From an optimization exercise on the open Yosys and OpenROAD flow, aimed at small area; shortcuts taken in it are not production practice. Where RTL was checked, it was by simulation tests only, not by an equivalence proof against the original. For run 3, only the layout was checked, not whether the RTL still works. No driver is modelled on the clock port, so clocking that relies on it looks cheaper here than on a real chip. Power is estimated from default activity; no workload was simulated.

==> flow/standard.sh <==
#!/bin/bash
# synth_recipe.tcl (not shown) runs the flow's synth.tcl, then flattens the netlist and writes it again
# the make line also repeats each setting of config.mk as NAME=value (left out here)
make -C /OpenROAD-flow-scripts/flow DESIGN_CONFIG=/design/flow/config.mk WORK_HOME=/design/flow/orfs CLKGATE_MAP_FILE= SYNTH_SCRIPT=/design/flow/synth_recipe.tcl "${@:-finish}"
==> flow/flow/run.sh <==
#!/bin/bash
# Standard ORFS layout with two changes:
#  - synthesis maps with flow/abc_area.script (area-oriented ABC mapping, no
#    ABC buffering/upsizing); everything else in synthesis is the standard flow's own
#    standard synthesis (synth_recipe.tcl), so registers are unchanged;
#  - no full-adder extraction, buf_1 port buffers and a smaller clock
#    tree (flow/extra.mk).
set -euo pipefail
rm -rf scripts_mod
cp -r "$FLOW_HOME/scripts" scripts_mod
cp flow/abc_area.script scripts_mod/abc_area.script
cat flow/extra.mk >> config.mk
export SCRIPTS_DIR="$PWD/scripts_mod"
bash standard.sh > standard.log 2>&1
==> flow/constraint.sdc <==
create_clock -name core_clock -period 160.0 [get_ports {clk}]
set_input_delay 32.0000 -clock core_clock [delete_from_list [all_inputs] [get_ports {clk}]]
set_output_delay 32.0000 -clock core_clock [all_outputs]
set_load 0.01 [all_outputs]
==> flow/config.mk <==
export PLATFORM = sky130hd
export DESIGN_NAME = color_find
export DESIGN_NICKNAME = color_find
export VERILOG_FILES = /design/flow/design.v
export SDC_FILE = /design/flow/constraint.sdc
export NUM_CORES = 4
export LEC_CHECK = 0
export ABC_AREA = 1
export CAP_MARGIN = 20
export CORE_MARGIN = 2
export CORE_UTILIZATION = 70
export SLEW_MARGIN = 20
export SYNTH_HIERARCHICAL = 1
export SYNTH_MINIMUM_KEEP_SIZE = 0
# no full-adder extraction: ABC maps all logic
export ADDER_MAP_FILE =
# small buffers on the ports (the standard flow picks clkdlybuf4s50_1)
export BUFFER_PORTS_ARGS = -buffer_cell sky130_fd_sc_hd__buf_1
# smaller clock tree, no dummy loads
export CTS_ARGS = -sink_clustering_enable -repair_clock_nets -dont_use_dummy_load -buf_list sky130_fd_sc_hd__clkbuf_8 -root_buf sky130_fd_sc_hd__clkbuf_8
==> flow/flow/abc_area.script <==
strash
dch
amap
topo
==> flow/flow/extra.mk <==
# no full-adder extraction: ABC maps all logic
export ADDER_MAP_FILE =
# small buffers on the ports (the standard flow picks clkdlybuf4s50_1)
export BUFFER_PORTS_ARGS = -buffer_cell sky130_fd_sc_hd__buf_1
# smaller clock tree, no dummy loads
export CTS_ARGS = -sink_clustering_enable -repair_clock_nets -dont_use_dummy_load -buf_list sky130_fd_sc_hd__clkbuf_8 -root_buf sky130_fd_sc_hd__clkbuf_8
==> flow/design.v <==
`timescale 1ns / 1ps
module color_find #(
    parameter DISPLAY_W = 640,
    parameter DISPLAY_H = 480
) (
    input clk,
    input reset,
    input [9:0] x_pixel,
    input [9:0] y_pixel,
    input [3:0] R,
    input [3:0] G,
    input [3:0] B,
    output logic [1:0] USER
);
    localparam N = 22;
    wire is_red, is_blue;
    color_cls u_cls (
        .r3(R[3]), .r2(R[2]), .r1(R[1]), .r0(R[0]),
        .g3(G[3]), .g2(G[2]), .g1(G[1]), .g0(G[0]),
        .b3(B[3]), .b2(B[2]), .b1(B[1]), .b0(B[0]),
        .red(is_red), .blue(is_blue)
    );
    wire latch_pt = (x_pixel == DISPLAY_W) && (y_pixel == DISPLAY_H);
    wire clear_pt = (x_pixel == 0) && (y_pixel == 0);
    wire upper    = (y_pixel < (DISPLAY_H >> 1));
    reg zero;
    always_ff @(posedge clk, posedge reset) begin
        if (reset) zero <= 1'b1;
        else zero <= clear_pt | (zero & latch_pt);
    end
    wire en_b = is_blue & ~latch_pt;
    wire en_r = is_red & ~latch_pt;
    reg  [N-1:0] cnt_b, cnt_r;   
    reg          par_b, par_r;   
    wire [N-1:0] nx_b, nx_r;
    wire         npar_b, npar_r;
    gcnt_next u_nb (.c(cnt_b), .par(par_b), .en(en_b), .dn(upper), .zero(zero),
                    .d(nx_b), .npar(npar_b));
    gcnt_next u_nr (.c(cnt_r), .par(par_r), .en(en_r), .dn(upper), .zero(zero),
                    .d(nx_r), .npar(npar_r));
    always_ff @(posedge clk) begin
        cnt_b <= nx_b;
        cnt_r <= nx_r;
        par_b <= npar_b;
        par_r <= npar_r;
    end
    always_ff @(posedge clk) begin
        if (latch_pt & ~reset) USER <= {cnt_r[N-1] & ~zero, cnt_b[N-1] & ~zero};
    end
endmodule
module gcnt_next (
    input  [21:0] c,
    input         par,
    input         en,
    input         dn,
    input         zero,
    output [21:0] d,
    output        npar
);
    wire m = par ^ dn;
    wire [20:0] w;
    wire [20:1] fl;
    assign w[0] = en & m;
    genvar i;
    generate
        for (i = 1; i <= 20; i = i + 1) begin : g_bit
            wire nx;   
            if (i % 2 == 1) begin : g_odd
                g_nand2 u_f (.A(w[i-1]), .B(c[i-1]), .Y(fl[i]));
                g_nand2 u_w (.A(w[i-1]), .B(fl[i]), .Y(w[i]));
                g_xor2  u_x (.A(c[i]), .B(fl[i]), .X(nx));
            end else begin : g_even
                g_nor2  u_w (.A(w[i-1]), .B(c[i-1]), .Y(w[i]));
                g_nor2  u_f (.A(w[i-1]), .B(w[i]), .Y(fl[i]));
                g_xnor2 u_x (.A(c[i]), .B(fl[i]), .Y(nx));
            end
            g_nor2 u_d (.A(zero), .B(nx), .Y(d[i]));
        end
    endgenerate
    assign d[0]  = zero ? (en & ~dn) : (c[0] ^ (en & ~m));
    assign d[21] = zero ? (en & dn) : (c[21] ^ w[20]);
    assign npar  = zero ? en : (par ^ en);
endmodule
module color_cls (input r3, r2, r1, r0, g3, g2, g1, g0, b3, b2, b1, b0, output red, blue);
  wire new_n15, new_n16, new_n17, new_n18, new_n19, new_n20, new_n21, new_n22, new_n23, new_n24, new_n25, new_n26, new_n27, new_n28, new_n29, new_n30, new_n31, new_n32, new_n33, new_n34, new_n35, new_n36, new_n37, new_n38, new_n39, new_n40, new_n41, new_n42, new_n43, new_n44, new_n45, new_n46, new_n47, new_n48, new_n49, new_n50, new_n51, new_n52, new_n53, new_n54, new_n55, new_n56, new_n57, new_n58, new_n59, new_n60, new_n61, new_n62, new_n63, new_n64, new_n65, new_n66, new_n67, new_n68, new_n69, new_n70, new_n71, new_n72, new_n73, new_n74, new_n75, new_n76, new_n77, new_n78, new_n79, new_n80, new_n81, new_n82, new_n83, new_n84, new_n85, new_n86, new_n87, new_n88, new_n89, new_n90, new_n91, new_n92, new_n93, new_n94, new_n95, new_n96, new_n97, new_n98, new_n99, new_n100, new_n101, new_n102, new_n103, new_n104, new_n105, new_n106, new_n107, new_n108, new_n109, new_n110, new_n111, new_n112, new_n113, new_n114, new_n115, new_n116, new_n117, new_n118, new_n119, new_n120, new_n121, new_n122, new_n123, new_n124, new_n125, new_n126, new_n127, new_n128, new_n129, new_n130, new_n131, new_n132, new_n133, new_n134, new_n136, new_n137, new_n138, new_n139, new_n140, new_n141, new_n142, new_n143, new_n144, new_n145;
  g_clkinv u_0 (.A(r3), .Y(new_n15));
  g_clkinv u_1 (.A(r2), .Y(new_n16));
  g_clkinv u_2 (.A(r1), .Y(new_n17));
  g_nand2 u_3 (.A(new_n16), .B(new_n17), .Y(new_n18));
  g_clkinv u_4 (.A(b2), .Y(new_n19));
  g_clkinv u_5 (.A(b1), .Y(new_n20));
  g_a222oi u_6 (.A1(r2), .A2(r1), .B1(b2), .B2(b1), .C1(new_n19), .C2(new_n20), .Y(new_n21));
  g_clkinv u_7 (.A(g0), .Y(new_n22));
  g_nand2 u_8 (.A(new_n22), .B(b0), .Y(new_n23));
  g_nand2 u_9 (.A(g1), .B(new_n20), .Y(new_n24));
  g_o21ai u_10 (.A1(g1), .A2(new_n20), .B1(new_n24), .Y(new_n25));
  g_o22ai u_11 (.A1(g1), .A2(new_n20), .B1(new_n23), .B2(new_n25), .Y(new_n26));
  g_clkinv u_12 (.A(g2), .Y(new_n27));
  g_a22oi u_13 (.A1(new_n27), .A2(b2), .B1(g2), .B2(new_n19), .Y(new_n28));
  g_nand2 u_14 (.A(new_n26), .B(new_n28), .Y(new_n29));
  g_o21ai u_15 (.A1(new_n26), .A2(new_n28), .B1(new_n29), .Y(new_n30));
  g_nand2 u_16 (.A(new_n23), .B(new_n25), .Y(new_n31));
  g_o21ai u_17 (.A1(new_n23), .A2(new_n25), .B1(new_n31), .Y(new_n32));
  g_clkinv u_18 (.A(b3), .Y(new_n33));
  g_o21ai u_19 (.A1(g2), .A2(new_n19), .B1(new_n29), .Y(new_n34));
  g_clkinv u_20 (.A(g3), .Y(new_n35));
  g_a22oi u_21 (.A1(new_n35), .A2(b3), .B1(g3), .B2(new_n33), .Y(new_n36));
  g_nand2 u_22 (.A(new_n34), .B(new_n36), .Y(new_n37));
  g_o21a u_23 (.A1(g3), .A2(new_n33), .B1(new_n37), .X(new_n38));
  g_a21oi u_24 (.A1(new_n30), .A2(new_n32), .B1(new_n38), .Y(new_n39));
  g_a31o u_25 (.A1(new_n15), .A2(new_n18), .A3(new_n21), .B1(new_n39), .X(new_n40));
  g_nor4 u_26 (.A(g2), .B(b2), .C(r2), .D(b0), .Y(new_n41));
  g_o21ai u_27 (.A1(new_n22), .A2(b0), .B1(new_n23), .Y(new_n42));
  g_o22ai u_28 (.A1(r3), .A2(new_n35), .B1(new_n15), .B2(g3), .Y(new_n43));
  g_clkinv u_29 (.A(new_n43), .Y(new_n44));
  g_nor2 u_30 (.A(r0), .B(new_n22), .Y(new_n45));
  g_clkinv u_31 (.A(new_n45), .Y(new_n46));
  g_nand2 u_32 (.A(new_n17), .B(g1), .Y(new_n47));
  g_o21ai u_33 (.A1(new_n17), .A2(g1), .B1(new_n47), .Y(new_n48));
  g_o21ai u_34 (.A1(new_n46), .A2(new_n48), .B1(new_n47), .Y(new_n49));
  g_a22oi u_35 (.A1(new_n16), .A2(g2), .B1(r2), .B2(new_n27), .Y(new_n50));
  g_nand2 u_36 (.A(new_n49), .B(new_n50), .Y(new_n51));
  g_o21ai u_37 (.A1(r2), .A2(new_n27), .B1(new_n51), .Y(new_n52));
  g_nand2 u_38 (.A(new_n44), .B(new_n52), .Y(new_n53));
  g_o21ai u_39 (.A1(new_n44), .A2(new_n52), .B1(new_n53), .Y(new_n54));
  g_nor2 u_40 (.A(new_n42), .B(new_n54), .Y(new_n55));
  g_o21ai u_41 (.A1(new_n34), .A2(new_n36), .B1(new_n37), .Y(new_n56));
  g_clkinv u_42 (.A(new_n56), .Y(new_n57));
  g_nor3 u_43 (.A(new_n55), .B(new_n57), .C(new_n40), .Y(new_n58));
  g_clkinv u_44 (.A(new_n48), .Y(new_n59));
  g_clkinv u_45 (.A(r0), .Y(new_n60));
  g_o21ai u_46 (.A1(new_n60), .A2(g0), .B1(new_n46), .Y(new_n61));
  g_nor2 u_47 (.A(new_n59), .B(new_n61), .Y(new_n62));
  g_clkinv u_48 (.A(new_n32), .Y(new_n63));
  g_o22ai u_49 (.A1(new_n46), .A2(new_n48), .B1(new_n45), .B2(new_n59), .Y(new_n64));
  g_clkinv u_50 (.A(new_n64), .Y(new_n65));
  g_o22ai u_51 (.A1(new_n32), .A2(new_n62), .B1(new_n63), .B2(new_n65), .Y(new_n66));
  g_clkinv u_52 (.A(new_n66), .Y(new_n67));
  g_nor2 u_53 (.A(new_n35), .B(new_n41), .Y(new_n68));
  g_a221oi u_54 (.A1(new_n35), .A2(new_n41), .B1(new_n58), .B2(new_n67), .C1(new_n68), .Y(new_n69));
  g_clkinv u_55 (.A(new_n54), .Y(new_n70));
  g_o22ai u_56 (.A1(new_n70), .A2(new_n66), .B1(new_n54), .B2(new_n67), .Y(new_n71));
  g_o21ai u_57 (.A1(new_n49), .A2(new_n50), .B1(new_n51), .Y(new_n72));
  g_a21oi u_58 (.A1(new_n48), .A2(new_n72), .B1(new_n58), .Y(new_n73));
  g_o21a u_59 (.A1(new_n48), .A2(new_n72), .B1(new_n58), .X(new_n74));
  g_nor3 u_60 (.A(new_n73), .B(new_n61), .C(new_n74), .Y(new_n75));
  g_a22oi u_61 (.A1(new_n16), .A2(b2), .B1(r2), .B2(new_n19), .Y(new_n76));
  g_nor2 u_62 (.A(new_n17), .B(b1), .Y(new_n77));
  g_nand2 u_63 (.A(new_n60), .B(b0), .Y(new_n78));
  g_o22ai u_64 (.A1(r1), .A2(new_n20), .B1(new_n77), .B2(new_n78), .Y(new_n79));
  g_nand2 u_65 (.A(new_n76), .B(new_n79), .Y(new_n80));
  g_o21ai u_66 (.A1(new_n76), .A2(new_n79), .B1(new_n80), .Y(new_n81));
  g_clkinv u_67 (.A(new_n30), .Y(new_n82));
  g_nor2 u_68 (.A(r1), .B(new_n20), .Y(new_n83));
  g_o21ai u_69 (.A1(new_n60), .A2(b0), .B1(new_n78), .Y(new_n84));
  g_clkinv u_70 (.A(new_n84), .Y(new_n85));
  g_o21ai u_71 (.A1(new_n83), .A2(new_n77), .B1(new_n85), .Y(new_n86));
  g_o21ai u_72 (.A1(new_n82), .A2(new_n86), .B1(new_n64), .Y(new_n87));
  g_nor2 u_73 (.A(new_n30), .B(new_n32), .Y(new_n88));
  g_o21ai u_74 (.A1(r2), .A2(new_n19), .B1(new_n80), .Y(new_n89));
  g_nor2 u_75 (.A(new_n15), .B(b3), .Y(new_n90));
  g_a21oi u_76 (.A1(new_n15), .A2(b3), .B1(new_n90), .Y(new_n91));
  g_nand2 u_77 (.A(new_n89), .B(new_n91), .Y(new_n92));
  g_o21ai u_78 (.A1(new_n89), .A2(new_n91), .B1(new_n92), .Y(new_n93));
  g_clkinv u_79 (.A(new_n93), .Y(new_n94));
  g_nand2 u_80 (.A(new_n94), .B(new_n86), .Y(new_n95));
  g_o21ai u_81 (.A1(new_n84), .A2(new_n81), .B1(new_n95), .Y(new_n96));
  g_a21oi u_82 (.A1(new_n88), .A2(new_n96), .B1(new_n64), .Y(new_n97));
  g_o21ai u_83 (.A1(new_n70), .A2(new_n97), .B1(new_n56), .Y(new_n98));
  g_o311a u_84 (.A1(new_n81), .A2(new_n87), .A3(new_n56), .B1(new_n61), .C1(new_n98), .X(new_n99));
  g_o21ai u_85 (.A1(r3), .A2(new_n33), .B1(new_n92), .Y(new_n100));
  g_o21bai u_86 (.A1(new_n75), .A2(new_n99), .B1_N(new_n100), .Y(new_n101));
  g_o21a u_87 (.A1(new_n69), .A2(new_n71), .B1(new_n101), .X(new_n102));
  g_clkinv u_88 (.A(new_n81), .Y(new_n103));
  g_o32ai u_89 (.A1(r2), .A2(new_n47), .A3(new_n46), .B1(new_n90), .B2(new_n43), .Y(new_n104));
  g_o21ai u_90 (.A1(new_n93), .A2(new_n103), .B1(new_n104), .Y(new_n105));
  g_nor3 u_91 (.A(new_n40), .B(new_n102), .C(new_n105), .Y(new_n106));
  g_o21a u_92 (.A1(new_n70), .A2(new_n62), .B1(new_n39), .X(new_n107));
  g_clkinv u_93 (.A(new_n42), .Y(new_n108));
  g_o21ai u_94 (.A1(new_n108), .A2(new_n85), .B1(new_n65), .Y(new_n109));
  g_o21ai u_95 (.A1(new_n70), .A2(new_n72), .B1(new_n109), .Y(new_n110));
  g_o21a u_96 (.A1(new_n100), .A2(new_n107), .B1(new_n110), .X(new_n111));
  g_a21oi u_97 (.A1(new_n72), .A2(new_n65), .B1(new_n108), .Y(new_n112));
  g_nor2 u_98 (.A(new_n30), .B(new_n112), .Y(new_n113));
  g_o21a u_99 (.A1(r3), .A2(new_n35), .B1(new_n53), .X(new_n114));
  g_a21oi u_100 (.A1(new_n108), .A2(new_n81), .B1(new_n56), .Y(new_n115));
  g_nand2 u_101 (.A(new_n103), .B(new_n66), .Y(new_n116));
  g_nor2 u_102 (.A(new_n108), .B(new_n94), .Y(new_n117));
  g_o21ai u_103 (.A1(new_n63), .A2(new_n117), .B1(new_n105), .Y(new_n118));
  g_a31oi u_104 (.A1(new_n31), .A2(new_n116), .A3(new_n117), .B1(new_n118), .Y(new_n119));
  g_or3 u_105 (.A(new_n114), .B(new_n115), .C(new_n119), .X(new_n120));
  g_nor3 u_106 (.A(new_n113), .B(new_n120), .C(new_n55), .Y(new_n121));
  g_nor2 u_107 (.A(new_n84), .B(new_n95), .Y(new_n122));
  g_o21ai u_108 (.A1(new_n42), .A2(new_n122), .B1(new_n103), .Y(new_n123));
  g_o21a u_109 (.A1(new_n82), .A2(new_n56), .B1(new_n123), .X(new_n124));
  g_nor2 u_110 (.A(new_n88), .B(new_n124), .Y(new_n125));
  g_a21oi u_111 (.A1(new_n63), .A2(new_n123), .B1(new_n93), .Y(new_n126));
  g_nor3 u_112 (.A(new_n56), .B(new_n125), .C(new_n126), .Y(new_n127));
  g_clkinv u_113 (.A(new_n72), .Y(new_n128));
  g_o21ai u_114 (.A1(new_n128), .A2(new_n103), .B1(new_n87), .Y(new_n129));
  g_o211ai u_115 (.A1(new_n72), .A2(new_n81), .B1(new_n129), .C1(new_n93), .Y(new_n130));
  g_nor3 u_116 (.A(new_n82), .B(new_n86), .C(new_n130), .Y(new_n131));
  g_nor2 u_117 (.A(new_n122), .B(new_n131), .Y(new_n132));
  g_o21ai u_118 (.A1(new_n70), .A2(new_n132), .B1(new_n100), .Y(new_n133));
  g_o31ai u_119 (.A1(new_n111), .A2(new_n121), .A3(new_n127), .B1(new_n133), .Y(new_n134));
  g_nor2 u_120 (.A(new_n106), .B(new_n134), .Y(red));
  g_nor2 u_121 (.A(new_n94), .B(new_n67), .Y(new_n136));
  g_nor2 u_122 (.A(new_n25), .B(new_n28), .Y(new_n137));
  g_a21oi u_123 (.A1(new_n108), .A2(new_n137), .B1(new_n57), .Y(new_n138));
  g_o32a u_124 (.A1(new_n38), .A2(new_n136), .A3(new_n96), .B1(new_n100), .B2(new_n138), .X(new_n139));
  g_nor2b u_125 (.A(new_n124), .B_N(new_n96), .Y(new_n140));
  g_a21oi u_126 (.A1(new_n72), .A2(new_n84), .B1(new_n94), .Y(new_n141));
  g_nor2 u_127 (.A(new_n57), .B(new_n141), .Y(new_n142));
  g_a21oi u_128 (.A1(new_n82), .A2(new_n86), .B1(new_n130), .Y(new_n143));
  g_o31a u_129 (.A1(new_n54), .A2(new_n142), .A3(new_n143), .B1(new_n101), .X(new_n144));
  g_o32a u_130 (.A1(new_n114), .A2(new_n139), .A3(new_n140), .B1(new_n38), .B2(new_n144), .X(new_n145));
  g_nor2 u_131 (.A(new_n106), .B(new_n145), .Y(blue));
endmodule
module g_a21oi (input A1, input A2, input B1, output Y);
  assign Y = (~A1&~B1) | (~A2&~B1);
endmodule
module g_a221oi (input A1, input A2, input B1, input B2, input C1, output Y);
  assign Y = (~A1&~B1&~C1) | (~A1&~B2&~C1) | (~A2&~B1&~C1) | (~A2&~B2&~C1);
endmodule
module g_a222oi (input A1, input A2, input B1, input B2, input C1, input C2, output Y);
  assign Y = (~A1&~B1&~C1) | (~A1&~B1&~C2) | (~A1&~B2&~C1) | (~A2&~B1&~C1) | (~A1&~B2&~C2) | (~A2&~B1&~C2) | (~A2&~B2&~C1) | (~A2&~B2&~C2);
endmodule
module g_a22oi (input A1, input A2, input B1, input B2, output Y);
  assign Y = (~A1&~B1) | (~A1&~B2) | (~A2&~B1) | (~A2&~B2);
endmodule
module g_a31o (input A1, input A2, input A3, input B1, output X);
  assign X = (A1&A2&A3) | (B1);
endmodule
module g_a31oi (input A1, input A2, input A3, input B1, output Y);
  assign Y = (~A1&~B1) | (~A2&~B1) | (~A3&~B1);
endmodule
module g_clkinv (input A, output Y);
  assign Y = (~A);
endmodule
module g_nand2 (input A, input B, output Y);
  assign Y = (~A) | (~B);
endmodule
module g_nor2 (input A, input B, output Y);
  assign Y = (~A&~B);
endmodule
module g_nor2b (input A, input B_N, output Y);
  assign Y = (~A&B_N);
endmodule
module g_nor3 (input A, input B, input C, output Y);
  assign Y = (~A&~B&~C);
endmodule
module g_nor4 (input A, input B, input C, input D, output Y);
  assign Y = (~A&~B&~C&~D);
endmodule
module g_o211ai (input A1, input A2, input B1, input C1, output Y);
  assign Y = (~A1&~A2) | (~B1) | (~C1);
endmodule
module g_o21a (input A1, input A2, input B1, output X);
  assign X = (A1&B1) | (A2&B1);
endmodule
module g_o21ai (input A1, input A2, input B1, output Y);
  assign Y = (~A1&~A2) | (~B1);
endmodule
module g_o21bai (input A1, input A2, input B1_N, output Y);
  assign Y = (~A1&~A2) | (B1_N);
endmodule
module g_o22ai (input A1, input A2, input B1, input B2, output Y);
  assign Y = (~B1&~B2) | (~A1&~A2);
endmodule
module g_o311a (input A1, input A2, input A3, input B1, input C1, output X);
  assign X = (A1&B1&C1) | (A2&B1&C1) | (A3&B1&C1);
endmodule
module g_o31a (input A1, input A2, input A3, input B1, output X);
  assign X = (A1&B1) | (A2&B1) | (A3&B1);
endmodule
module g_o31ai (input A1, input A2, input A3, input B1, output Y);
  assign Y = (~A1&~A2&~A3) | (~B1);
endmodule
module g_o32a (input A1, input A2, input A3, input B1, input B2, output X);
  assign X = (A1&B1) | (A1&B2) | (A2&B1) | (A3&B1) | (A2&B2) | (A3&B2);
endmodule
module g_o32ai (input A1, input A2, input A3, input B1, input B2, output Y);
  assign Y = (~A1&~A2&~A3) | (~B1&~B2);
endmodule
module g_or3 (input A, input B, input C, output X);
  assign X = (A) | (B) | (C);
endmodule
module g_xnor2 (input A, input B, output Y);
  assign Y = (~A&~B) | (A&B);
endmodule
module g_xor2 (input A, input B, output X);
  assign X = (A&~B) | (~A&B);
endmodule
==> results of run 1 <==
[routing by layer]
| layer | share of wire (%) | global-route usage [%] |
|---|---|---|
| met1 | 45 | 34.20 |
| met2 | 47 | 47.98 |
| met3 | 6.6 | 5.281 |
| met4 | 1.6 | 10.42 |
| met5 | 0 | 0 |
[worst max-delay path, delay by kind of cell]
family	cells	cell delay, ns
simple gates	36	4.19
compound gates	8	1.99
buf+inv	4	0.70
xor+xnor	1	0.14
[flip-flops by register name (all words and copies together), names as in the netlist]
| register | flops |
|---|---|
| par_b | 1 |
| cnt_r | 21 |
| USER | 2 |
| cnt_b | 21 |
| par_r | 1 |
| zero | 1 |
[through the flow]
stage          setup WS [ns]  area (sq um)  total power, mW  hold slack (ns)  util, %
3_3_place_gp          121.22          2874          0.03377           0.5068    78.50
6_report              121.10          2943          0.04095           0.5281    80.38
5_1_grt               120.25          2943          0.04425           0.5590    80.38
3_5_place_dp          120.99          2874          0.03486           0.5169    78.50
4_1_cts               121.27          2943          0.04098           0.5346    80.38
2_1_floorplan         122.38          2683          0.03167           0.4942        -
[placed cells by master (no fill, tap or decap), types with 3 or more instances in the layout]
cell type  instances
nor2_1           121
nand2_1           75
o21ai_0           48
dfxtp_1           44
buf_1             35
a21oi_1           32
clkinv_1          31
o22ai_1           10
o21a_1             7
nor2b_1            6
nor3_1             6
a22oi_1            6
clkbuf_8           5
or4_1              3
o32ai_1            3
[final timing paths]
path | start | to | cells after the start
min in group asynchronous | reset | zero | 2
max | B[1] | cnt_b[21] | 49
max in group asynchronous | reset | zero | 2
min reg2reg | cnt_r[13] | cnt_r[13] | 2
max reg2reg | par_b | cnt_b[21] | 35
min | cnt_r[13] | cnt_r[13] | 2
[cell type report]
type | instances | share of cell area (%)
tap | 48 | 2.041
inverter | 31 | 3.954
multi-input combinational | 342 | 54.34
sequential | 47 | 32.87
timing repair buffer | 35 | 4.464
clock buffer | 5 | 2.338
[where the power goes]
group / internal [mW] / switching (mW)
clock: 0.00281 / 0.00327
combinational: 0.00597 / 0.00758
sequential: 0.0176 / 0.00371
==> results by group, run 1 <==
Place
  • DP HPWL: 4368 um
  • Placed cell count: 503
  • RePlAce Congestion: 1.006
  • Number of I/O port buffers: 35

Timing
  • Final setup viols: 0
  • Max Fclk: 0.02571 GHz
  • Layout Skew: 0.02031 ns
  • Hold Vio Cnt, Final: 0
  • Slew headroom: 43.53%
  • Setup TNS: 0 ns
  • RSZ-0062 raised after global routing: no
  • Min Tclk post-route: 38.90 ns
  • Worst slew pin tran: 0.8381 ns
  • Slew Viols, Final: 0
  • Final critical-path share of the clock period: 24.31%

Detailed routing
  • Final wirelength: 5716 um
  • DR vias: 2,871
  • Vias per inst: 5.652
  • Antenna Violating Nets Remaining: 0
  • 1st-pass router iterations: 5
  • Drt first-iter violations: 220
  • Routed WL per cell: 11.25 um
  • # DRC: 0

Synth
  • Mapped cell area: 2683 sq um
  • Syn_area_per_cell: 6.387 sq um
  • Syn. warnings: 7
  • Syn Inst Count: 420
  • Syn Nets: 454

CTS
  • Root Buffer: clkbuf_8
  • H-Tree Depth: 2
  • Clock Tree Buf Depth: 2
  • Sink Count: 47
  • Setup Buffers After CTS: 0
  • Clock transition at the registers of the reported paths: 0.08 ns
  • Clk latency of the worst-skew pair: 0.29 ns
  • CTS tree: yes
  • Post-CTS Resized: 0
  • Total CTS buffers: 5
  • Hold-fix buffers, CTS: 0

Final layout
  • Multi-input gate area: 1599 sq um
  • Share of cells above drive strength 1: 1.304%
  • Sequential cell area: 967.2 sq um
  • Final-layout fill cell count: 267
  • Ant. Diodes: 0
  • Final net count: 496
  • Final Non-Filler Cells: 508
  • Synthesis-to-layout area growth: 9.701%

Worst setup path
  • Crit-path slowest cell: o21ai_0
  • Critical path capture point type: flop
  • Crit-path most repeated cell: nand2_1
  • Crit path max fanout: 6
  • Reg2Reg Setup Slack: 155.80 ns
  • Critical Path AT: 39.03 ns
  • Critical Path Start Type: input port
  • CP peak stage delay: 0.66 ns
  • Worst EP required: 160.14 ns
  • Type of the worst setup path: in2reg

Floorplanning
  • Top Ports: 36
  • Row count: 22
  • Area of the die: 4343 sq um
  • Initial core utilization: 73.27%
  • Die Wd: 65.91 um
  • Die H: 65.91 um
  • Core area: 3661 sq um

Power
  • Leakage: 1.098 nW
  • PwrDens: 13.91 nW/um^2
  • VDD IR max: 0.007677 mV

GRT
  • Total GRT Usage: 27.80%
  • Antenna violations before repair: 0
  • GR Overflow Total: 0
  • Pin count of the biggest net entering global routing: 50
  • Vias in the first global route: 2,409
  • First-pass GRT wire length: 9563 um

Flow run
  • Max cap viols: 0

Min path
  • HP Class: reg2reg

Outcome
  • Status: complete, no violations
==> inputs of run 2 (changes only) <==
--- a/flow/config.mk
+++ b/flow/config.mk
@@ -10,3 +10,3 @@
 export CORE_MARGIN = 2
-export CORE_UTILIZATION = 70
+export CORE_UTILIZATION = 40
 export SLEW_MARGIN = 20
==> results by group, run 2 <==
GRT
  • Vias in the first global route: 2,317 (-3.8%)
  • Total GRT Usage: 15.49% (-12 points)
  • GR Overflow Total: 0 (unchanged)
  • Antenna violations before repair: 0 (unchanged)
  • First-pass GRT wire length: 9390 um (-1.8%)
  • Pin count of the biggest net entering global routing: 50 (unchanged)

Floorplanning
  • Initial core utilization: 41.77% (-32 points)
  • Die Wd: 85.89 um (+30%)
  • Area of the die: 7377 sq um (+70%)
  • Row count: 29 (+32%)
  • Die H: 85.89 um (+30%)
  • Core area: 6422 sq um (+75%)
  • Top Ports: 36 (unchanged)

Power
  • Logic pwr share: 32.3% (-0.8 points)
  • Total power: 0.04060 mW (-0.84%)
  • Switching share of total power: 34.92% (-0.64 points)
  • Switching power total: 0.01418 mW (-2.6%)
  • Clock network fraction of total power: 15.5% (+0.6 points)
  • Reg power frac: 52.2% (+0.2 points)
  • Power Internal: 0.02642 mW (+0.14%)
  • PwrDens: 13.59 nW/um^2 (-2.3%)
  • Leakage: 1.103 nW (+0.45%)
  • VDD IR max: 0.004870 mV (-37%)

Final layout
  • Commonest cells after routing, fill and taps aside: nor2_1, nand2_1, o21ai_0
  • Most common cell after layout, fill and taps aside: nor2_1
  • Share of cells above drive strength 1: 1.518% (+0.21 points)
  • Final Non-Filler Cells: 538 (+5.9%)
  • Top Registers: cnt_b (21), cnt_r (21), USER (2)
  • Final net count: 497 (+0.20%)
  • Synthesis-to-layout area growth: 11.33%
  • Ant. Diodes: 0 (unchanged)

Timing
  • Min Tclk post-route: 38.67 ns (-0.2290 ns)
  • Final critical-path share of the clock period: 24.17% (-0.14 points)
  • Worst slew pin tran: 0.8716 ns (+0.03347 ns)
  • Hold Vio Cnt, Final: 0 (unchanged)
  • Final setup viols: 0 (unchanged)
  • Max Fclk: 0.02586 GHz (+0.59%)
  • RSZ-0062 raised after global routing: no
  • Slew headroom: 41.89% (-1.6 points)
  • Slew Viols, Final: 0 (unchanged)
  • Setup TNS: 0 ns (unchanged)
  • Layout Skew: 0.01556 ns (-0.004756 ns)

Detailed routing
  • # DRC: 0 (unchanged)
  • Drt first-iter violations: 106 (-52%)
  • DR vias: 2,736 (-4.7%)
  • Vias per inst: 5.086 (-10%)
  • Antenna Violating Nets Remaining: 0 (unchanged)
  • 1st-pass router iterations: 4 (-1)
  • Final wirelength: 5461 um (-4.5%)
  • Routed WL per cell: 10.15 um (-9.8%)

CTS
  • Hold-fix buffers, CTS: 0 (unchanged)
  • Clock Tree Buf Depth: 2 (unchanged)
  • Root Buffer: clkbuf_8
  • CTS tree: yes
  • Total CTS buffers: 5 (unchanged)
  • H-Tree Depth: 2 (unchanged)
  • Clock transition at the registers of the reported paths: 0.08 ns (about the same)
  • Post-CTS Resized: 0 (unchanged)
  • Sink Count: 47 (unchanged)
  • Setup Buffers After CTS: 0 (unchanged)
  • Clk latency of the worst-skew pair: 0.29 ns (about the same)

Min path
  • HP Class: reg2reg
  • Hold Startpoint: cnt_r[3]

Worst setup path
  • Critical path capture point type: flop
  • CP peak stage delay: 0.59 ns (-0.07 ns)
  • Worst setup startpoint: R[1]
  • Critical Path Start Type: input port
  • Type of the worst setup path: in2reg
  • Worst EP required: 160.14 ns (about the same)
  • Reg-to-Reg Start: par_r
  • Crit-path slowest cell: o21ai_0
  • Largest delay contributor family on the critical path: simple AND/OR/NAND/NOR gates
  • Critical Path AT: 38.81 ns (-0.22 ns)
  • Buf/Inv on CP: 3 (-1)
  • Crit path max fanout: 5 (-1)
  • Crit-path most repeated cell: nand2_1

Synth
  • Syn. warnings: 7 (unchanged)
  • Mapped cell area: 2683 sq um (unchanged)
  • Syn Nets: 454 (unchanged)
  • Syn_area_per_cell: 6.387 sq um (unchanged)
  • Syn Inst Count: 420 (unchanged)

Flow run
  • Max cap viols: 0 (unchanged)

Place
  • Number of I/O port buffers: 35 (unchanged)
  • Placed cell count: 533 (+6.0%)
  • RePlAce Congestion: 0.9655 (-4.0%)
  • DP HPWL: 4177 um (-4.4%)

Outcome
  • Status: complete, no violations
## run 2: tightest hold or removal path: cells and delay by family, from the launching register on
kind / cells / cell delay, ns
compound gates: 1 / 0.07
simple gates: 1 / 0.08
flops: 1 / 0.35
## run 2: final cells by class
type | count | area, sq um
sequential | 47 | 967.2
clock buffer | 5 | 68.82
inverter | 31 | 116.4
timing repair buffer | 36 | 138.9
tap | 77 | 96.34
multi-input combinational | 342 | 1599
fill | 669 | 3436
## run 2: metrics by stage
step / hold slack, ns / instance area [sq um] / util, % / worst slack (ns)
floorplan: 0.4942 / 2683 / - / 122.38
global placement: 0.5073 / 2918 / 45.43 / 121.04
detailed placement: 0.5162 / 2918 / 45.43 / 121.13
CTS: 0.5385 / 2987 / 46.50 / 121.41
global route: 0.5687 / 2987 / 46.50 / 120.23
finish: 0.5321 / 2987 / 46.50 / 121.33
## run 2: power by group through the flow
stage / combinational [mW] / clock [mW] / sequential, mW
2_1_floorplan: 0.0109 / 0 / 0.0207
3_3_place_gp: 0.0128 / 0 / 0.0214
3_5_place_dp: 0.0131 / 0 / 0.0215
4_1_cts: 0.0131 / 0.00667 / 0.0213
5_1_grt: 0.0153 / 0.00726 / 0.0222
6_report: 0.0131 / 0.00630 / 0.0212
## run 2: worst paths after layout
kind	depth (start not counted)	to	slack, ns
max	50	cnt_r[21]	121.33
min	2	cnt_r[3]	0.53
max reg2reg	35	cnt_r[21]	155.88
min reg2reg	2	cnt_r[3]	0.53
max in group asynchronous	2	zero	128.30
min in group asynchronous	2	zero	31.68
## run 2: per-layer routing
layer / vias to the layer above / track usage, % / part of all wire [%]
met5: - / 0 / 0
li1: 1529 / - / -
met4: 0 / 5.916 / 1.4
met1: 1127 / 19.69 / 50
met3: 7 / 3.176 / 5.1
met2: 73 / 25.79 / 43
==> inputs of run 3 (changes only) <==
--- a/flow/design.v
+++ b/flow/design.v
@@ -22,15 +22,30 @@
     );
-    wire latch_pt = (x_pixel == DISPLAY_W) && (y_pixel == DISPLAY_H);
-    wire clear_pt = (x_pixel == 0) && (y_pixel == 0);
-    wire upper    = (y_pixel < (DISPLAY_H >> 1));
+    wire [9:0] x = x_pixel, y = y_pixel;
+    wire z0, z1, z2, lo_n, pt_n, y5_8_n, x79_n, y5_8_z, y4_7_n;
+    wire latch_pt, clear_pt, upper;
+    g_nor4  u_z0 (.A(x[0]), .B(x[1]), .C(x[2]), .D(x[3]), .Y(z0));
+    g_nor4  u_z1 (.A(x[4]), .B(x[5]), .C(x[6]), .D(y[0]), .Y(z1));
+    g_nor4  u_z2 (.A(y[1]), .B(y[2]), .C(y[3]), .D(y[4]), .Y(z2));
+    g_nor2  u_lo (.A(x[8]), .B(y[9]), .Y(lo_n));
+    g_nand4 u_pt (.A(z0), .B(z1), .C(z2), .D(lo_n), .Y(pt_n));
+    g_nand4 u_y5 (.A(y[8]), .B(y[7]), .C(y[6]), .D(y[5]), .Y(y5_8_n));
+    g_nand2 u_x7 (.A(x[9]), .B(x[7]), .Y(x79_n));
+    g_nor3  u_lt (.A(pt_n), .B(y5_8_n), .C(x79_n), .Y(latch_pt));
+    g_nor4  u_yz (.A(y[8]), .B(y[7]), .C(y[6]), .D(y[5]), .Y(y5_8_z));
+    g_nor4b u_cl (.A(pt_n), .B(x[9]), .C(x[7]), .D_N(y5_8_z), .Y(clear_pt));
+    g_nand4 u_y4 (.A(y[7]), .B(y[6]), .C(y[5]), .D(y[4]), .Y(y4_7_n));
+    g_nor3b u_up (.A(y[9]), .B(y[8]), .C_N(y4_7_n), .Y(upper));
     reg zero;
+    wire zero_d;
+    g_a21o u_zd (.A1(zero), .A2(latch_pt), .B1(clear_pt), .X(zero_d));
     always_ff @(posedge clk, posedge reset) begin
         if (reset) zero <= 1'b1;
-        else zero <= clear_pt | (zero & latch_pt);
+        else zero <= zero_d;
     end
-    wire en_b = is_blue & ~latch_pt;
-    wire en_r = is_red & ~latch_pt;
-    reg  [N-1:0] cnt_b, cnt_r;   
+    wire en_b, en_r;
+    g_nor2b u_eb (.A(latch_pt), .B_N(is_blue), .Y(en_b));
+    g_nor2b u_er (.A(latch_pt), .B_N(is_red), .Y(en_r));
+    reg  [N-2:0] cnt_b, cnt_r;   
     reg          par_b, par_r;   
-    wire [N-1:0] nx_b, nx_r;
+    wire [N-2:0] nx_b, nx_r;
     wire         npar_b, npar_r;
@@ -46,4 +61,9 @@
     end
+    wire user_en;
+    wire [1:0] user_d;
+    g_nor2b u_ue (.A(reset), .B_N(latch_pt), .Y(user_en));
+    g_nor2b u_u0 (.A(zero), .B_N(cnt_b[N-2]), .Y(user_d[0]));
+    g_nor2b u_u1 (.A(zero), .B_N(cnt_r[N-2]), .Y(user_d[1]));
     always_ff @(posedge clk) begin
-        if (latch_pt & ~reset) USER <= {cnt_r[N-1] & ~zero, cnt_b[N-1] & ~zero};
+        if (user_en) USER <= user_d;
     end
@@ -51,3 +71,3 @@
 module gcnt_next (
-    input  [21:0] c,
+    input  [20:0] c,
     input         par,
@@ -56,3 +76,3 @@
     input         zero,
-    output [21:0] d,
+    output [20:0] d,
     output        npar
@@ -61,3 +81,3 @@
     wire [20:0] w;
-    wire [20:1] fl;
+    wire [19:1] fl;
     assign w[0] = en & m;
@@ -66,3 +86,2 @@
         for (i = 1; i <= 20; i = i + 1) begin : g_bit
-            wire nx;   
             if (i % 2 == 1) begin : g_odd
@@ -70,9 +89,17 @@
                 g_nand2 u_w (.A(w[i-1]), .B(fl[i]), .Y(w[i]));
-                g_xor2  u_x (.A(c[i]), .B(fl[i]), .X(nx));
             end else begin : g_even
                 g_nor2  u_w (.A(w[i-1]), .B(c[i-1]), .Y(w[i]));
-                g_nor2  u_f (.A(w[i-1]), .B(w[i]), .Y(fl[i]));
-                g_xnor2 u_x (.A(c[i]), .B(fl[i]), .Y(nx));
+                if (i < 20) begin : g_f
+                    g_nor2 u_f (.A(w[i-1]), .B(w[i]), .Y(fl[i]));
+                end
+            end
+            if (i < 20) begin : g_d
+                wire nx;   
+                if (i % 2 == 1) begin : g_x
+                    g_xor2  u_x (.A(c[i]), .B(fl[i]), .X(nx));
+                end else begin : g_x
+                    g_xnor2 u_x (.A(c[i]), .B(fl[i]), .Y(nx));
+                end
+                g_nor2 u_d (.A(zero), .B(nx), .Y(d[i]));
             end
-            g_nor2 u_d (.A(zero), .B(nx), .Y(d[i]));
         end
@@ -80,3 +107,3 @@
     assign d[0]  = zero ? (en & ~dn) : (c[0] ^ (en & ~m));
-    assign d[21] = zero ? (en & dn) : (c[21] ^ w[20]);
+    assign d[20] = zero ? (en & dn) : (c[20] ^ w[20]);
     assign npar  = zero ? en : (par ^ en);
@@ -218,2 +245,5 @@
 endmodule
+module g_a21o (input A1, input A2, input B1, output X);
+  assign X = (A1&A2) | (B1);
+endmodule
 module g_a21oi (input A1, input A2, input B1, output Y);
@@ -242,2 +272,5 @@
 endmodule
+module g_nand4 (input A, input B, input C, input D, output Y);
+  assign Y = (~A) | (~B) | (~C) | (~D);
+endmodule
 module g_nor2 (input A, input B, output Y);
@@ -251,2 +284,5 @@
 endmodule
+module g_nor3b (input A, input B, input C_N, output Y);
+  assign Y = (~A&~B&C_N);
+endmodule
 module g_nor4 (input A, input B, input C, input D, output Y);
@@ -254,2 +290,5 @@
 endmodule
+module g_nor4b (input A, input B, input C, input D_N, output Y);
+  assign Y = (~A&~B&~C&D_N);
+endmodule
 module g_o211ai (input A1, input A2, input B1, input C1, output Y);
--- a/flow/config.mk
+++ b/flow/config.mk
@@ -10,3 +10,3 @@
 export CORE_MARGIN = 2
-export CORE_UTILIZATION = 40
+export CORE_UTILIZATION = 70
 export SLEW_MARGIN = 20
==> results by group, run 3 <==
CTS
  • Setup Buffers After CTS: 0 (unchanged)
  • Sink Count: 47 (unchanged)
  • Post-CTS Resized: 0 (unchanged)
  • CTS tree: yes
  • Total CTS buffers: 5 (unchanged)
  • Clock transition at the registers of the reported paths: 0.09 ns (about the same)
  • Root Buffer: clkbuf_8
  • Clock Tree Buf Depth: 2 (unchanged)
  • H-Tree Depth: 2 (unchanged)
  • Hold-fix buffers, CTS: 0 (unchanged)
  • Clk latency of the worst-skew pair: 0.30 ns (about the same)

Synth
  • Async set-reset flop share out of synthesis: 2.128%
  • Syn. warnings: 7 (unchanged)
  • Largest family of logic cells by synthesized area: simple AND/OR/NAND/NOR gates
  • Post-synthesis mux area share: 0%
  • Count leader, synth: nor2_1
  • Ys flop type: dfxtp_1
  • Unique cell type count in the Yosys netlist: 32
  • Area contributors post-synth: dfxtp_1, nor2_1, nand2_1, o21ai_0, a21oi_1
  • Most frequent cells after synthesis: nor2_1, nand2_1, o21ai_0, dfxtp_1, a21oi_1
  • #FFs+latches synth: 47
  • Syn Inst Count: 416 (-0.95%)
  • Syn_area_per_cell: 6.415 sq um (+0.44%)
  • Post-synthesis adder-cell area fraction: 0%
  • Syn Nets: 450 (-0.88%)
  • Synth Area in Simple Gates: 32.91%
  • XOR/XNOR share of the synthesized area: 0.6564%
  • Synth Area in Compound Gates: 25.83%
  • Sequential share of the synthesized area: 36.24%
  • Area share of the leading cell type in the synthesized netlist: 33.01%
  • Number of synthesized flops with an enable pin: 2
  • Leading area contributor after synthesis: dfxtp_1
  • Mapped cell area: 2669 sq um (-0.51%)

Worst setup path
  • Buf/Inv on CP: 4 (+1)
  • Critical Path AT: 38.96 ns (+0.15 ns)
  • Crit path max fanout: 7 (+2)
  • Reg-to-Reg Start: par_r
  • Crit path depth: 48 (-4.0%)
  • CP peak stage delay: 0.74 ns (+0.15 ns)
  • Critical path capture point type: flop
  • R2R Path End: cnt_r[20]
  • R2R cell count: 35 (unchanged)
  • Largest delay contributor family on the critical path: simple AND/OR/NAND/NOR gates
  • Type of the worst setup path: in2reg
  • Worst setup endpoint: cnt_r[20]
  • Crit-path most repeated cell: nand2_1
  • Worst setup startpoint: R[1]
  • Crit-path slowest cell: o21ai_0
  • Worst EP required: 160.15 ns (about the same)
  • Reg2Reg Setup Slack: 155.67 ns (-0.21 ns)
  • Critical Path Start Type: input port

Timing
  • Hold Vio Cnt, Final: 0 (unchanged)
  • Layout Skew: 0.01782 ns (+0.002264 ns)
  • Slew Viols, Final: 0 (unchanged)
  • Min Tclk post-route: 38.81 ns (+0.1350 ns)
  • Max Fclk: 0.02577 GHz (-0.35%)
  • Worst slew pin tran: 0.8945 ns (+0.02288 ns)
  • RSZ-0062 raised after global routing: no
  • Final critical-path share of the clock period: 24.25% (+0.084 points)
  • Setup TNS: 0 ns (unchanged)
  • Final setup viols: 0 (unchanged)
  • Slew headroom: 39.74% (-2.2 points)

Floorplanning
  • Die Wd: 65.75 um (-23%)
  • Row count: 22 (-24%)
  • Core area: 3661 sq um (-43%)
  • Initial core utilization: 72.90% (+31 points)
  • Top Ports: 36 (unchanged)
  • Die H: 65.75 um (-23%)
  • Area of the die: 4322 sq um (-41%)

Final layout
  • Ant. Diodes: 0 (unchanged)
  • Top Registers: cnt_b (21), cnt_r (21), USER (2)
  • Commonest cells after routing, fill and taps aside: nor2_1, nand2_1, o21ai_0
  • Final-layout fill cell count: 270 (-60%)
  • Most common cell after layout, fill and taps aside: nor2_1
  • Final net count: 492 (-1.0%)
  • Share of cells above drive strength 1: 1.316% (-0.20 points)
  • Final core utilization: 80.01% (+34 points)
  • Synthesis-to-layout area growth: 9.752%

Power
  • PwrDens: 14.12 nW/um^2 (+3.9%)
  • VDD IR max: 0.01055 mV (+120%)
  • Leakage: 1.098 nW (-0.44%)

Detailed routing
  • # DRC: 0 (unchanged)
  • Antenna Violating Nets Remaining: 0 (unchanged)
  • Routed WL per cell: 11.70 um (+15%)
  • 1st-pass router iterations: 4 (unchanged)
  • Vias per inst: 5.651 (+11%)
  • Drt first-iter violations: 206 (+94%)
  • M1 WL: 2571 um (-6.5%)
  • Met2 WL: 2873 um (+22%)
  • Metal3 WL: 381 um (+36%)
  • Final wirelength: 5897 um (+8.0%)
  • DR top layer: met4
  • DR vias: 2,848 (+4.1%)

GRT
  • GR Overflow Total: 0 (unchanged)
  • Vias in the first global route: 2,386 (+3.0%)
  • Pin count of the biggest net entering global routing: 50 (unchanged)
  • Total GRT Usage: 29.07% (+14 points)
  • First-pass GRT wire length: 9694 um (+3.2%)
  • Antenna violations before repair: 0 (unchanged)

Place
  • DP HPWL: 4512 um (+8.0%)
  • Number of I/O port buffers: 35 (unchanged)
  • RePlAce Congestion: 0.9881 (+2.3%)

Min path
  • HP Class: reg2reg

Outcome
  • Status: complete, no violations

Flow run
  • Max cap viols: 0 (unchanged)
## run 3: cell families after synthesis
logic type                count (synthesis)
AOI/OAI and AO/OA                       118
DFF                                      47
buffers and inverters                    31
xor gates and xnor gates                  2
and+or+nand+nor                         218
## run 3: layer usage
metal / global-route usage, % / vias up
met1: 35.65 / 1233
li1: - / 1516
met4: 8.854 / 0
met5: 0 / -
met3: 6.164 / 8
met2: 50.76 / 91
## run 3: layout make-up
type	instances	area, sq um	area share (%)
Multi-Input combinational cell	338	1585	54.12
Sequential cell	47	967.2	33.02
Timing Repair Buffer	35	131.4	4.485
Inverter	31	116.4	3.973
Clock buffer	5	68.82	2.349
Tap cell	48	60.06	2.050
## run 3: how the worst min path moves through the flow
stage / start / endpoint / slack (ns) / cells after the start
4_1_cts: cnt_b[9] / cnt_b[9] / 0.54 / 2
2_1_floorplan: cnt_b[20] / cnt_b[20] / 0.49 / 2
3_3_place_gp: cnt_b[19] / cnt_b[19] / 0.51 / 2
6_report: cnt_b[15] / cnt_b[15] / 0.53 / 2
3_5_place_dp: cnt_b[9] / cnt_b[9] / 0.51 / 2
5_1_grt: cnt_b[9] / cnt_b[9] / 0.55 / 2
## run 3: through the flow
stage | worst slack [ns] | power, mW | hold WS [ns] | std cells | area, sq um
floorplan | 122.38 | 0.03164 | 0.4942 | 416 | 2669
global placement | 121.39 | 0.03380 | 0.5074 | 499 | 2860
detailed placement | 121.13 | 0.03490 | 0.5147 | 499 | 2860
CTS | 121.42 | 0.04138 | 0.5354 | 504 | 2929
global route | 120.20 | 0.04477 | 0.5497 | 504 | 2929
finish | 121.20 | 0.04136 | 0.5319 | 504 | 2929
## run 3: worst reg2reg max path, delay by kind of cell (launching register included)
family	cells	cell delay, ns
flip-flops	1	0.37
AO/OA/AOI/OAI	2	0.28
buffers and inverters	1	0.09
AND/OR/NAND/NOR	31	3.30
XOR/XNOR	1	0.15
## run 3: per-module statistics from Yosys, one instance, submodules excluded, excerpt
module,copies in the design,flip-flops and latches,cells inside,area [sq um]
g_o31ai,1,0,1,7.507
g_clkinv,24,0,1,3.754
g_o311a,1,0,1,10.01
g_o21a,7,0,1,7.507
g_o31a,1,0,1,8.758
g_a221oi,1,0,1,8.758
g_a31o,1,0,1,8.758
g_o21bai,1,0,1,7.507
g_nor3b,1,0,1,7.507
g_o211ai,1,0,1,7.507
g_nor2,95,0,1,3.754
## run 3: report_power, final
| group | total, mW | leakage (nW) | switching, mW | internal (mW) |
|---|---|---|---|---|
| logic | 0.0136 | 0.664 | 0.00768 | 0.00597 |
| clock network | 0.00638 | 0.0359 | 0.00356 | 0.00282 |
| registers | 0.0213 | 0.398 | 0.00375 | 0.0176 |
==> inputs of run 4 (changes only) <==
--- a/flow/design.v
+++ b/flow/design.v
@@ -79,6 +79,9 @@
 );
-    wire m = par ^ dn;
+    wire pz, m;
+    g_nor2b u_pz (.A(zero), .B_N(par), .Y(pz));
+    g_xor2  u_np (.A(en), .B(pz), .X(npar));
+    g_xor2  u_m  (.A(dn), .B(pz), .X(m));
     wire [20:0] w;
     wire [19:1] fl;
-    assign w[0] = en & m;
+    g_nand2 u_w0 (.A(en), .B(m), .Y(w[0]));
     genvar i;
@@ -87,8 +90,10 @@
             if (i % 2 == 1) begin : g_odd
-                g_nand2 u_f (.A(w[i-1]), .B(c[i-1]), .Y(fl[i]));
-                g_nand2 u_w (.A(w[i-1]), .B(fl[i]), .Y(w[i]));
+                g_nor2 u_w (.A(w[i-1]), .B(c[i-1]), .Y(w[i]));
+                g_nor2 u_f (.A(w[i-1]), .B(w[i]), .Y(fl[i]));
             end else begin : g_even
-                g_nor2  u_w (.A(w[i-1]), .B(c[i-1]), .Y(w[i]));
+                wire f;
+                g_nand2 u_f (.A(w[i-1]), .B(c[i-1]), .Y(f));
+                g_nand2 u_w (.A(w[i-1]), .B(f), .Y(w[i]));
                 if (i < 20) begin : g_f
-                    g_nor2 u_f (.A(w[i-1]), .B(w[i]), .Y(fl[i]));
+                    assign fl[i] = f;
                 end
@@ -98,5 +103,5 @@
                 if (i % 2 == 1) begin : g_x
-                    g_xor2  u_x (.A(c[i]), .B(fl[i]), .X(nx));
-                end else begin : g_x
                     g_xnor2 u_x (.A(c[i]), .B(fl[i]), .Y(nx));
+                end else begin : g_x
+                    g_xor2  u_x (.A(c[i]), .B(fl[i]), .X(nx));
                 end
@@ -106,5 +111,10 @@
     endgenerate
-    assign d[0]  = zero ? (en & ~dn) : (c[0] ^ (en & ~m));
-    assign d[20] = zero ? (en & dn) : (c[20] ^ w[20]);
-    assign npar  = zero ? en : (par ^ en);
+    wire f0, cz0;
+    g_nor2b u_f0 (.A(m), .B_N(en), .Y(f0));
+    g_nor2b u_c0 (.A(zero), .B_N(c[0]), .Y(cz0));
+    g_xor2  u_d0 (.A(cz0), .B(f0), .X(d[0]));
+    wire nx20, ns20;
+    g_xor2  u_x20 (.A(c[20]), .B(w[20]), .X(nx20));
+    g_nand3 u_s20 (.A(zero), .B(en), .C(dn), .Y(ns20));
+    g_o21ai u_d20 (.A1(nx20), .A2(zero), .B1(ns20), .Y(d[20]));
 endmodule
@@ -272,2 +282,5 @@
 endmodule
+module g_nand3 (input A, input B, input C, output Y);
+  assign Y = (~A) | (~B) | (~C);
+endmodule
 module g_nand4 (input A, input B, input C, input D, output Y);
==> results by group, run 4 <==
Outcome
  • Status: complete, no violations

Final layout
  • Ant. Diodes: 0 (unchanged)
  • Share of cells above drive strength 1: 1.518% (+0.20 points)
  • Commonest cells after routing, fill and taps aside: nor2_1, nand2_1, o21ai_0
  • Top Registers: cnt_b (21), cnt_r (21), USER (2)
  • Most common cell after layout, fill and taps aside: nor2_1
  • Final net count: 497 (+1.0%)
  • Synthesis-to-layout area growth: 10.04%

Timing
  • Final setup viols: 0 (unchanged)
  • Hold Vio Cnt, Final: 0 (unchanged)
  • Worst slew pin tran: 0.8612 ns (-0.03334 ns)
  • RSZ-0062 raised after global routing: no
  • Final critical-path share of the clock period: 24.29% (+0.040 points)
  • Layout Skew: 0.02423 ns (+0.006407 ns)
  • Setup TNS: 0 ns (unchanged)
  • Max Fclk: 0.02573 GHz (-0.16%)
  • Slew headroom: 42.59% (+2.9 points)
  • Slew Viols, Final: 0 (unchanged)
  • Min Tclk post-route: 38.87 ns (+0.06400 ns)

GRT
  • Pin count of the biggest net entering global routing: 50 (unchanged)
  • Vias in the first global route: 2,508 (+5.1%)
  • First-pass GRT wire length: 9873 um (+1.8%)
  • Antenna violations before repair: 0 (unchanged)
  • Total GRT Usage: 29.21% (+0.14 points)
  • GR Overflow Total: 0 (unchanged)

CTS
  • Post-CTS Resized: 0 (unchanged)
  • Clock Tree Buf Depth: 2 (unchanged)
  • Sink Count: 47 (unchanged)
  • Clk latency of the worst-skew pair: 0.29 ns (about the same)
  • Clock transition at the registers of the reported paths: 0.07 ns (-0.02 ns)
  • Root Buffer: clkbuf_8
  • Hold-fix buffers, CTS: 0 (unchanged)
  • Total CTS buffers: 5 (unchanged)
  • Setup Buffers After CTS: 0 (unchanged)
  • H-Tree Depth: 2 (unchanged)
  • CTS tree: yes

Synth
  • Area contributors post-synth: dfxtp_1, nor2_1, nand2_1, o21ai_0, a21oi_1
  • Sequential share of the synthesized area: 36.27% (about the same)
  • Most frequent cells after synthesis: nor2_1, nand2_1, o21ai_0, dfxtp_1, a21oi_1
  • Syn. warnings: 7 (unchanged)
  • Syn Inst Count: 420 (+0.96%)
  • Unique cell type count in the Yosys netlist: 31 (-3.1%)
  • Count leader, synth: nor2_1
  • Number of synthesized flops with an enable pin: 2 (unchanged)
  • Area share of the leading cell type in the synthesized netlist: 33.04% (about the same)
  • Leading area contributor after synthesis: dfxtp_1
  • Async set-reset flop share out of synthesis: 2.128% (unchanged)
  • Syn Nets: 454 (+0.89%)
  • Mapped cell area: 2666 sq um (about the same)
  • Ys flop type: dfxtp_1
  • #FFs+latches synth: 47 (unchanged)
  • Syn_area_per_cell: 6.348 sq um (-1.0%)

Worst setup path
  • Critical Path Start Type: input port
  • CP peak stage delay: 0.65 ns (-0.09 ns)
  • Critical Path AT: 39.01 ns (+0.05 ns)
  • Crit-path most repeated cell: nand2_1
  • Type of the worst setup path: in2reg
  • Crit-path slowest cell: o21ai_0
  • Critical path capture point type: flop
  • Crit path max fanout: 6 (-1)
  • Worst EP required: 160.14 ns (about the same)

Detailed routing
  • Routed WL per cell: 11.61 um (-0.81%)
  • DR vias: 2,889 (+1.4%)
  • Final wirelength: 5907 um (+0.17%)
  • Vias per inst: 5.676 (+0.44%)
  • Antenna Violating Nets Remaining: 0 (unchanged)
  • # DRC: 0 (unchanged)
  • 1st-pass router iterations: 6 (+2)
  • Drt first-iter violations: 263 (+28%)

Place
  • DP HPWL: 4604 um (+2.0%)
  • RePlAce Congestion: 1.097 (+11%)
  • Number of I/O port buffers: 35 (unchanged)

Floorplanning
  • Core area: 3661 sq um (unchanged)
  • Initial core utilization: 72.83% (about the same)
  • Top Ports: 36 (unchanged)
  • Area of the die: 4318 sq um (about the same)
  • Die H: 65.72 um (about the same)
  • Die Wd: 65.72 um (about the same)
  • Row count: 22 (unchanged)

Power
  • VDD IR max: 0.01083 mV (+2.6%)
  • Switching power total: 0.01435 mW (-4.2%)
  • Logic pwr share: 32.5% (-0.5 points)
  • Leakage: 1.108 nW (+0.94%)
  • Switching share of total power: 35.42% (-0.80 points)
  • Power Internal: 0.02617 mW (-0.81%)
  • PwrDens: 13.81 nW/um^2 (-2.2%)
  • Total power: 0.04052 mW (-2.0%)
  • Reg power frac: 52.2% (+0.6 points)
  • Clock network fraction of total power: 15.3% (about the same)

Min path
  • HP Class: reg2reg

Flow run
  • Max cap viols: 0 (unchanged)
==> run 4: path summary, 6_finish.rpt <==
kind | startpoint | to | slack, ns | cells past startpoint
worst max register to register | zero | cnt_r[20] | 154.75 | 35
max in group asynchronous | reset | zero | 128.27 | 2
min in group asynchronous | reset | zero | 31.71 | 2
worst min register to register | cnt_r[16] | cnt_r[16] | 0.54 | 2
worst min-delay path | cnt_r[16] | cnt_r[16] | 0.54 | 2
worst max-delay path | B[1] | cnt_r[20] | 121.13 | 49
==> run 4: final cells by class <==
class | instances | area (sq um)
repair buffers | 36 | 138.9
flip-flops and latches | 47 | 967.2
clock buffers | 5 | 68.82
well taps | 48 | 60.06
fillers | 277 | 726.9
inverters | 25 | 93.84
multi-input cells | 348 | 1605
==> run 4: worst max-delay path: cells and delay by family <==
family	cells	cell delay (ns)
compound gates	9	2.06
simple gates	37	4.34
buf+inv	3	0.58
==> run 4: Yosys stat by module (local to each module, per instance), a selection <==
module | times used | area (sq um) | flip-flops and latches | cells inside
g_o32ai | 1 | 8.758 | 0 | 1
g_nor3 | 7 | 5.005 | 0 | 1
g_nand3 | 2 | 5.005 | 0 | 1
g_nor2 | 97 | 3.754 | 0 | 1
g_o32a | 2 | 10.01 | 0 | 1
g_a21oi | 10 | 5.005 | 0 | 1
g_nor4 | 5 | 6.256 | 0 | 1
g_xor2 | 26 | 8.758 | 0 | 2
g_o31ai | 1 | 7.507 | 0 | 1
g_or3 | 1 | 6.256 | 0 | 1
g_nor4b | 1 | 8.758 | 0 | 1
==> run 4: power by group through the flow <==
stage / clock (mW) / combinational, mW / sequential [mW]
after floorplan: 0 / 0.0105 / 0.0206
after global placement: 0 / 0.0122 / 0.0212
after detailed placement: 0 / 0.0129 / 0.0214
after CTS: 0.00628 / 0.0130 / 0.0212
after global routing: 0.00676 / 0.0150 / 0.0220
final: 0.00619 / 0.0132 / 0.0212
==> run 4: routing by layer <==
metal / routed length [um] / vias to the layer above / global-route usage [%]
met5: 0 / - / 0
met4: 107 / 0 / 8.854
met3: 466 / 17 / 6.164
met2: 2812 / 131 / 51.89
met1: 2520 / 1227 / 35.06
li1: - / 1514 / -
==> run 4: kinds of logic (layout without fill, tap and decap cells) <==
family | count (synthesis) | after routing | share of synthesized area, %
AND/OR/NAND/NOR | 232 | 232 | 35.38
buffers and inverters | 25 | 66 | 3.519
flip-flops | 47 | 47 | 36.27
AO/OA/AOI/OAI | 116 | 116 | 24.82
==> run 4: per-stage QoR <==
| stage | setup slack (ns) | hold slack (ns) | cell area [sq um] | instances | utilization [%] |
|---|---|---|---|---|---|
| 5_1_grt | 120.23 | 0.5719 | 2934 | 509 | 80.14 |
| 4_1_cts | 121.31 | 0.5386 | 2934 | 509 | 80.14 |
| 3_3_place_gp | 121.34 | 0.5090 | 2865 | 504 | 78.26 |
| 3_5_place_dp | 121.07 | 0.5194 | 2865 | 504 | 78.26 |
| 6_report | 121.13 | 0.5356 | 2934 | 509 | 80.14 |
| 2_1_floorplan | 122.51 | 0.4970 | 2666 | 420 | - |
==> inputs of run 5 (changes only) <==
--- a/flow/flow/run.sh
+++ b/flow/flow/run.sh
@@ -12,2 +12,3 @@
 cat flow/extra.mk >> config.mk
+if [[ -f flow/pre_cts.tcl ]]; then echo "export PRE_CTS_TCL = $PWD/flow/pre_cts.tcl" >> config.mk; fi
 export SCRIPTS_DIR="$PWD/scripts_mod"
==> flow/flow/extra.mk (replaced) <==
# no full-adder extraction: ABC maps all logic
export ADDER_MAP_FILE =
# small buffers on the ports (the standard flow picks clkdlybuf4s50_1)
export BUFFER_PORTS_ARGS = -buffer_cell sky130_fd_sc_hd__buf_1
# smaller clock tree, no dummy loads
export CTS_ARGS = -sink_clustering_enable -repair_clock_nets -dont_use_dummy_load -buf_list sky130_fd_sc_hd__clkbuf_16 -root_buf sky130_fd_sc_hd__clkbuf_16
==> flow/flow/pre_cts.tcl (new file) <==
# One clock buffer, at the middle of the flip-flops, driving all of them.
set xs 0
set ys 0
set n 0
foreach inst [get_cells *] {
  if { [get_property $inst is_sequential] } {
    set loc [[sta::sta_to_db_inst $inst] getLocation]
    set xs [expr { $xs + [lindex $loc 0] }]
    set ys [expr { $ys + [lindex $loc 1] }]
    incr n
  }
}
set dbu [[ord::get_db_tech] getDbUnitsPerMicron]
set x [expr { $xs / $n / double($dbu) }]
set y [expr { $ys / $n / double($dbu) }]
puts "pre_cts: $n flip-flops, clock buffer at $x $y"
insert_buffer -buffer_cell sky130_fd_sc_hd__clkbuf_16 -net clk -buffer_name clkbuf_root -location [list $x $y]
--- a/flow/config.mk
+++ b/flow/config.mk
@@ -19,2 +19,3 @@
 # smaller clock tree, no dummy loads
-export CTS_ARGS = -sink_clustering_enable -repair_clock_nets -dont_use_dummy_load -buf_list sky130_fd_sc_hd__clkbuf_8 -root_buf sky130_fd_sc_hd__clkbuf_8
+export CTS_ARGS = -sink_clustering_enable -repair_clock_nets -dont_use_dummy_load -buf_list sky130_fd_sc_hd__clkbuf_16 -root_buf sky130_fd_sc_hd__clkbuf_16
+export PRE_CTS_TCL = /design/flow/flow/pre_cts.tcl
==> results by group, run 5 <==
Outcome
  • Status: did not finish
  • Stopped at: clock tree synthesis (4_1_cts)
  • Log Error: Error: cts.tcl, 6 instance objects do not have a is_sequential property.

Synth
  • Largest family of logic cells by synthesized area: simple AND/OR/NAND/NOR gates
  • Sequential share of the synthesized area: 36.27% (unchanged)
  • Syn_area_per_cell: 6.348 sq um (unchanged)
  • Ys flop type: dfxtp_1
  • Syn. warnings: 7 (unchanged)
  • Count leader, synth: nor2_1
  • XOR/XNOR share of the synthesized area: 0% (unchanged)
  • Syn Nets: 454 (unchanged)
  • Post-synthesis adder-cell area fraction: 0% (unchanged)
  • Synth Area in Simple Gates: 35.38% (unchanged)
  • #FFs+latches synth: 47 (unchanged)
  • Area contributors post-synth: dfxtp_1, nor2_1, nand2_1, o21ai_0, a21oi_1
  • Area share of the leading cell type in the synthesized netlist: 33.04% (unchanged)
  • Synth Area in Compound Gates: 24.82% (unchanged)
  • Post-synthesis mux area share: 0% (unchanged)
  • Unique cell type count in the Yosys netlist: 31 (unchanged)
  • Async set-reset flop share out of synthesis: 2.128% (unchanged)
  • Leading area contributor after synthesis: dfxtp_1
  • Most frequent cells after synthesis: nor2_1, nand2_1, o21ai_0, dfxtp_1, a21oi_1
  • Number of synthesized flops with an enable pin: 2 (unchanged)
  • Mapped cell area: 2666 sq um (unchanged)
  • Syn Inst Count: 420 (unchanged)

Place
  • Number of I/O port buffers: 35 (unchanged)
  • RePlAce Congestion: 1.097 (unchanged)
  • DP HPWL: 4604 um (unchanged)
  • Placement Cell Area: 2865 sq um (unchanged)

Floorplanning
  • Row count: 22 (unchanged)
  • Initial core utilization: 72.83% (unchanged)
  • Die H: 65.72 um (unchanged)
  • Top Ports: 36 (unchanged)
  • Die Wd: 65.72 um (unchanged)
-- run 5: kinds of logic after synthesis --
family	Yosys count
AND/OR/NAND/NOR	232
AO/OA/AOI/OAI	116
flip-flops	47
buffers and inverters	25
-- run 5: per-module statistics from Yosys, one instance, submodules excluded, excerpt --
module / cells inside / flip-flops and latches
g_o32a: 1 / 0
g_o311a: 1 / 0
g_nor3b: 1 / 0
g_o21bai: 1 / 0
g_a21o: 1 / 0
g_o21a: 1 / 0
g_o22ai: 1 / 0
g_or3: 1 / 0
g_nor2b: 1 / 0
g_nor4: 1 / 0
g_nand3: 1 / 0
g_o21ai: 1 / 0
g_a21oi: 1 / 0
g_nand2: 1 / 0
-- run 5: worst max path at each step --
stage,start,end,slack (ns)
2_1_floorplan,B[1],cnt_b[20],122.51
3_3_place_gp,B[1],cnt_b[20],121.34
3_5_place_dp,B[1],cnt_r[20],121.07
-- run 5: power groups by stage --
stage                     clock (mW)  combinational, mW  sequential, mW
after floorplan                    0             0.0105          0.0206
after global placement             0             0.0122          0.0212
after detailed placement           0             0.0129          0.0214
-- run 5: through the flow --
step	hold slack, ns	setup WS [ns]	instances	utilization [%]
after detailed placement	0.5194	121.07	504	78.26
after global placement	0.5090	121.34	504	78.26
after floorplan	0.4970	122.51	420	-

-- separate check: timing with driven ports --
The results above use ideal ports. As a check the final layouts listed here were re-extracted and re-timed, cells and wires unchanged.
Step 1: set_driving_cell puts a clkbuf_16 on clk and a buf_2 on each other input, an assumption about the parent block.
Step 2 moves the port delays by t, midway between the first and last clock arrival at a register: inputs arrive t later, outputs are due t later. That takes back most of the time a late clock gives input paths.
Slacks: ideal ports / drivers / drivers and shift; pairs: ideal ports / drivers.
run | t (ns) | slack for setup (ns) | hold slack, ns | clock arrival spread, ns | worst data-port slew with drivers (ns)
run 1 | 0.310 | 121.101 / 121.107 / 120.797 | 0.528 / 0.528 / 0.528 | 0.020 / 0.020 | 0.03
run 2 | 0.309 | 121.330 / 121.336 / 121.027 | 0.532 / 0.532 / 0.532 | 0.015 / 0.016 | 0.03
run 3 | 0.317 | 121.195 / 121.199 / 120.882 | 0.532 / 0.532 / 0.532 | 0.017 / 0.017 | 0.03
run 4 | 0.311 | 121.131 / 121.137 / 120.826 | 0.536 / 0.536 / 0.536 | 0.025 / 0.025 | 0.05
After both steps setup and hold are still met in every run listed. For run 3, which loses most, drivers alone change the setup slack by +0.004 ns; drivers and shift together by -0.313 ns.
